This is an optimization exercise on Yosys and OpenROAD, whose aim is small area, a short achievable clock period and few clock cycles per item, not a production implementation.
At most, simulation tests tie the RTL to the original design; equivalence was not proved.
Power is estimated from default activity; no workload was simulated.

Design CHIP, start of the top module:
module CHIP(CLK, RESET, ENABLE, DATA_IN, DATA_OUT, READY);
input           CLK;
input           RESET;
input           ENABLE;
input   [7:0]   DATA_IN;
output  [7:0]   DATA_OUT;
output          READY;
reg     [7:0]   DATA_OUT;
reg             READY;
reg     [4:0]   ph;
reg             stp;         
reg             st6;         
reg     [3:0]   one, two, neg;   
reg     [63:0]  A;
reg     [7:0]   bb;          
reg     [3:0]   eblo;        
reg     [53:0]  S;
reg     [53:0]  C;
reg     [7:0]   S_lo;
reg     [7:0]   C_lo;
reg             rcar;
reg             sticky;
reg     [7:0]   prev;
reg             p105;
reg     [10:0]  E;
reg             zf;
reg             nanf;
reg             sgn;
reg             fbnz;
reg             cy;
reg     [4:0]   ph_n;
always @(*) begin
    if (ph == 5'd0) ph_n = ENABLE ? 5'd1 : 5'd0;
    else if (ph == 5'd25) ph_n = 5'd0;
    else ph_n = ph + 5'd1;
end
always @(posedge CLK or posedge RESET) begin
    if (RESET) begin
        ph <= 5'd0;
        READY <= 1'b0;
    end else begin
        ph <= ph_n;
        READY <= (ph >= 5'd17) && (ph <= 5'd24);
    end
end
always @(posedge CLK) begin
    stp <= (ph_n >= 5'd9) && (ph_n <= 5'd15);
    st6 <= (ph_n == 5'd15);
end
always @(posedge CLK) begin
    if (ENABLE && ph[4:3] == 2'b00) A <= {DATA_IN, A[63:8]};
    bb <= DATA_IN;
    eblo <= bb[7:4];
end
wire        enc  = (ph >= 5'd8) && (ph <= 5'd14);
wire [7:0]  m_n  = enc ? ((ph == 5'd14) ? {4'b0001, DATA_IN[3:0]} : DATA_IN) : 8'd0;
wire [8:0]  mx   = {m_n, enc & (ph != 5'd8) & bb[7]};
  ...
For scale: roughly 1500 cells after synthesis, about 20 I/O pins.
Settings: LEC_CHECK=0, CAP_MARGIN=20, CORE_MARGIN=2, CORE_UTILIZATION=40, SETUP_SLACK_MARGIN=5, SLEW_MARGIN=20, SYNTH_HIERARCHICAL=1, SYNTH_MINIMUM_KEEP_SIZE=0; clock period 8.0 ns.
run.sh (not shown) runs the stock make flow with config.mk's settings and CLKGATE_MAP_FILE= SYNTH_SCRIPT=/design/flow/synth_recipe.tcl, a recipe that flattens the netlist after the stock synthesis.
Then changed:
- SETUP_SLACK_MARGIN: 5 -> default
After rerunning:
- non-clock buffer count decreases by 20
- clock power barely changes
- worst setup slack degrades by 290 ps
No run of this note included a check of the RTL's function; only the layout flow was run.

========
rev 12:
Another version of the RTL of CHIP (not shown whole).
For scale: ~1600 cells after synthesis, roughly 270 flip-flops, about 20 I/O pins.
==> flow/config.mk <==
export PLATFORM = sky130hd
export DESIGN_NAME = CHIP
export DESIGN_NICKNAME = CHIP
export VERILOG_FILES = /design/flow/design.v
export SDC_FILE = /design/flow/constraint.sdc
export NUM_CORES = 4
export LEC_CHECK = 0
export CAP_MARGIN = 20
export CORE_MARGIN = 2
export CORE_UTILIZATION = 65
export SETUP_SLACK_MARGIN = 5
export SLEW_MARGIN = 20
export SYNTH_HIERARCHICAL = 1
export SYNTH_MINIMUM_KEEP_SIZE = 0
==> flow/constraint.sdc <==
create_clock -name core_clock -period 8.0 [get_ports {CLK}]
set_input_delay 1.6000 -clock core_clock [delete_from_list [all_inputs] [get_ports {CLK}]]
set_output_delay 1.6000 -clock core_clock [all_outputs]
set_load 0.01 [all_outputs]
standard.sh (not shown) runs the stock make flow with config.mk's settings and CLKGATE_MAP_FILE= SYNTH_SCRIPT=/design/flow/synth_recipe.tcl, a recipe that flattens the netlist after the stock synthesis.
==> flow/flow/run.sh <==
#!/bin/bash
# Layout flow: the standard flow (standard.sh), unchanged for synthesis and
# floorplan/power grid, with these settings for the steps after synthesis:
#  - the delay cells (clkdlybuf4s*, dlygate4sd*, dlymetal6s*) join the platform's
#    don't-use list, so that port, fanout and repair buffers are plain buffers;
#  - timing repair may change a cell's footprint (MATCH_CELL_FOOTPRINT=0);
#  - timing repair aims 0.4 ns beyond the clock period (SETUP_SLACK_MARGIN=5.4)
#    using sizing, pin swaps and cloning only;
#  - clock tree synthesis uses a clkbuf_16 root and clkbuf_8 buffers below it,
#    clusters up to 20 sinks within 50 um per leaf buffer and inserts no dummy
#    loads (CTS_ARGS).
# Each step's output goes to a log file in the folder the flow runs in; ORFS keeps
# its own logs under orfs/logs.
set -euo pipefail
cd "$(dirname "$0")/.."
PLATFORM_DONT_USE="sky130_fd_sc_hd__probe_p_8 sky130_fd_sc_hd__probec_p_8 sky130_fd_sc_hd__lpflow_bleeder_1 sky130_fd_sc_hd__lpflow_clkbufkapwr_1 sky130_fd_sc_hd__lpflow_clkbufkapwr_16 sky130_fd_sc_hd__lpflow_clkbufkapwr_2 sky130_fd_sc_hd__lpflow_clkbufkapwr_4 sky130_fd_sc_hd__lpflow_clkbufkapwr_8 sky130_fd_sc_hd__lpflow_clkinvkapwr_1 sky130_fd_sc_hd__lpflow_clkinvkapwr_16 sky130_fd_sc_hd__lpflow_clkinvkapwr_2 sky130_fd_sc_hd__lpflow_clkinvkapwr_4 sky130_fd_sc_hd__lpflow_clkinvkapwr_8 sky130_fd_sc_hd__lpflow_decapkapwr_12 sky130_fd_sc_hd__lpflow_decapkapwr_3 sky130_fd_sc_hd__lpflow_decapkapwr_4 sky130_fd_sc_hd__lpflow_decapkapwr_6 sky130_fd_sc_hd__lpflow_decapkapwr_8 sky130_fd_sc_hd__lpflow_inputiso0n_1 sky130_fd_sc_hd__lpflow_inputiso0p_1 sky130_fd_sc_hd__lpflow_inputiso1n_1 sky130_fd_sc_hd__lpflow_inputiso1p_1 sky130_fd_sc_hd__lpflow_inputisolatch_1 sky130_fd_sc_hd__lpflow_isobufsrc_1 sky130_fd_sc_hd__lpflow_isobufsrc_16 sky130_fd_sc_hd__lpflow_isobufsrc_2 sky130_fd_sc_hd__lpflow_isobufsrc_4 sky130_fd_sc_hd__lpflow_isobufsrc_8 sky130_fd_sc_hd__lpflow_isobufsrckapwr_16 sky130_fd_sc_hd__lpflow_lsbuf_lh_hl_isowell_tap_1 sky130_fd_sc_hd__lpflow_lsbuf_lh_hl_isowell_tap_2 sky130_fd_sc_hd__lpflow_lsbuf_lh_hl_isowell_tap_4 sky130_fd_sc_hd__lpflow_lsbuf_lh_isowell_4 sky130_fd_sc_hd__lpflow_lsbuf_lh_isowell_tap_1 sky130_fd_sc_hd__lpflow_lsbuf_lh_isowell_tap_2 sky130_fd_sc_hd__lpflow_lsbuf_lh_isowell_tap_4"
DELAY_CELLS="sky130_fd_sc_hd__clkdlybuf4s15_1 sky130_fd_sc_hd__clkdlybuf4s15_2 sky130_fd_sc_hd__clkdlybuf4s18_1 sky130_fd_sc_hd__clkdlybuf4s18_2 sky130_fd_sc_hd__clkdlybuf4s25_1 sky130_fd_sc_hd__clkdlybuf4s25_2 sky130_fd_sc_hd__clkdlybuf4s50_1 sky130_fd_sc_hd__clkdlybuf4s50_2 sky130_fd_sc_hd__dlygate4sd1_1 sky130_fd_sc_hd__dlygate4sd2_1 sky130_fd_sc_hd__dlygate4sd3_1 sky130_fd_sc_hd__dlymetal6s2s_1 sky130_fd_sc_hd__dlymetal6s4s_1 sky130_fd_sc_hd__dlymetal6s6s_1"
bash standard.sh synth > synth.log 2>&1
bash standard.sh "DONT_USE_CELLS=$PLATFORM_DONT_USE $DELAY_CELLS" MATCH_CELL_FOOTPRINT=0 \
    SETUP_SLACK_MARGIN=5.4 SETUP_MOVE_SEQUENCE=sizeup,swap,clone \
    "CTS_ARGS=-sink_clustering_enable -repair_clock_nets -dont_use_dummy_load -sink_clustering_size 20 -sink_clustering_max_diameter 50 -buf_list sky130_fd_sc_hd__clkbuf_8 -root_buf sky130_fd_sc_hd__clkbuf_16" \
    finish > layout.log 2>&1
Rev 12 ended with every stage complete and zero timing, DRC or antenna violations.
Testbench counts of rev 12, summed over its fixed seeds: cycles 9,984, items 384.
The following lists how rev 13 was set up differently from rev 12:
--- a/flow/flow/run.sh
+++ b/flow/flow/run.sh
@@ -7,7 +7,6 @@
 #  - timing repair aims 0.4 ns beyond the clock period (SETUP_SLACK_MARGIN=5.4)
 #    using sizing, pin swaps and cloning only;
-#  - clock tree synthesis uses a clkbuf_16 root and clkbuf_8 buffers below it,
-#    clusters up to 20 sinks within 50 um per leaf buffer and inserts no dummy
-#    loads (CTS_ARGS).
+#  - clock tree synthesis clusters up to 24 sinks within 60 um per leaf buffer
+#    and inserts no dummy loads (CTS_ARGS).
 # Each step's output goes to a log file in the folder the flow runs in; ORFS keeps
 # its own logs under orfs/logs.
@@ -19,4 +18,4 @@
 bash standard.sh "DONT_USE_CELLS=$PLATFORM_DONT_USE $DELAY_CELLS" MATCH_CELL_FOOTPRINT=0 \
     SETUP_SLACK_MARGIN=5.4 SETUP_MOVE_SEQUENCE=sizeup,swap,clone \
-    "CTS_ARGS=-sink_clustering_enable -repair_clock_nets -dont_use_dummy_load -sink_clustering_size 20 -sink_clustering_max_diameter 50 -buf_list sky130_fd_sc_hd__clkbuf_8 -root_buf sky130_fd_sc_hd__clkbuf_16" \
+    "CTS_ARGS=-sink_clustering_enable -repair_clock_nets -dont_use_dummy_load -sink_clustering_size 24 -sink_clustering_max_diameter 60" \
     finish > layout.log 2>&1
Notes after the runs:
Number of post-CTS setup repair buffers delta (rev 12 -> rev 13): insignificant. Diff rev 12..rev 13 | final design instance area without fill | negligible. Rev 12 ended up with C[38]$_DFF_P_ as its capture point of the critical path; rev 13 ended up with C[39]$_DFF_P_. Comparing rev 12 and rev 13, the lower clock power share was measured on rev 12. The flow did not stop early for rev 13: all stages ran, and the layout cleared the timing, design-rule and antenna checks. Relative to rev 12, worst hold slack has increased by 35 ps in rev 13. | headroom to the max-slew limit | higher: rev 12 |. In the reports for rev 12 and rev 13, the smaller number of clock buffers in the layout belongs to rev 13.

-- separate check: timing with driven ports --
Ports are ideal in the flow. The routed layouts listed here were re-timed in OpenROAD.
Step 1: set_driving_cell puts a clkbuf_16 on CLK and a buf_2 on each other input, an assumption about the parent block.
Step 2 times the ports against the registers' clock, not the clock port: input delays grow and output delays shrink by t, the midpoint of the rising clock arrivals with the driver on.
Three values: ideal ports, drivers, drivers and shift; two values: the first two.
run | shift t [ns] | setup WS [ns] | worst hold slack (ns) | worst setup path after step 2 | latest minus earliest clock arrival (ns)
the first run of note 1 | 0.627 | 4.684 / 4.684 / 4.631 | 0.404 / 0.404 / 0.404 | input to register | 0.025 / 0.024
the second run of note 1 | 0.625 | 4.397 / 4.397 / 4.397 | 0.421 / 0.421 / 0.421 | register to register | 0.014 / 0.013
rev 12 | 0.527 | 5.246 / 5.246 / 5.020 | 0.390 / 0.390 / 0.390 | input to register | 0.058 / 0.058
rev 13 | 0.577 | 5.321 / 5.321 / 4.913 | 0.425 / 0.425 / 0.425 | input to register | 0.048 / 0.047
After both steps setup and hold are still met in every run listed. For rev 13, which loses most, drivers alone change the setup slack by 0.000 ns; drivers and shift together by -0.408 ns.
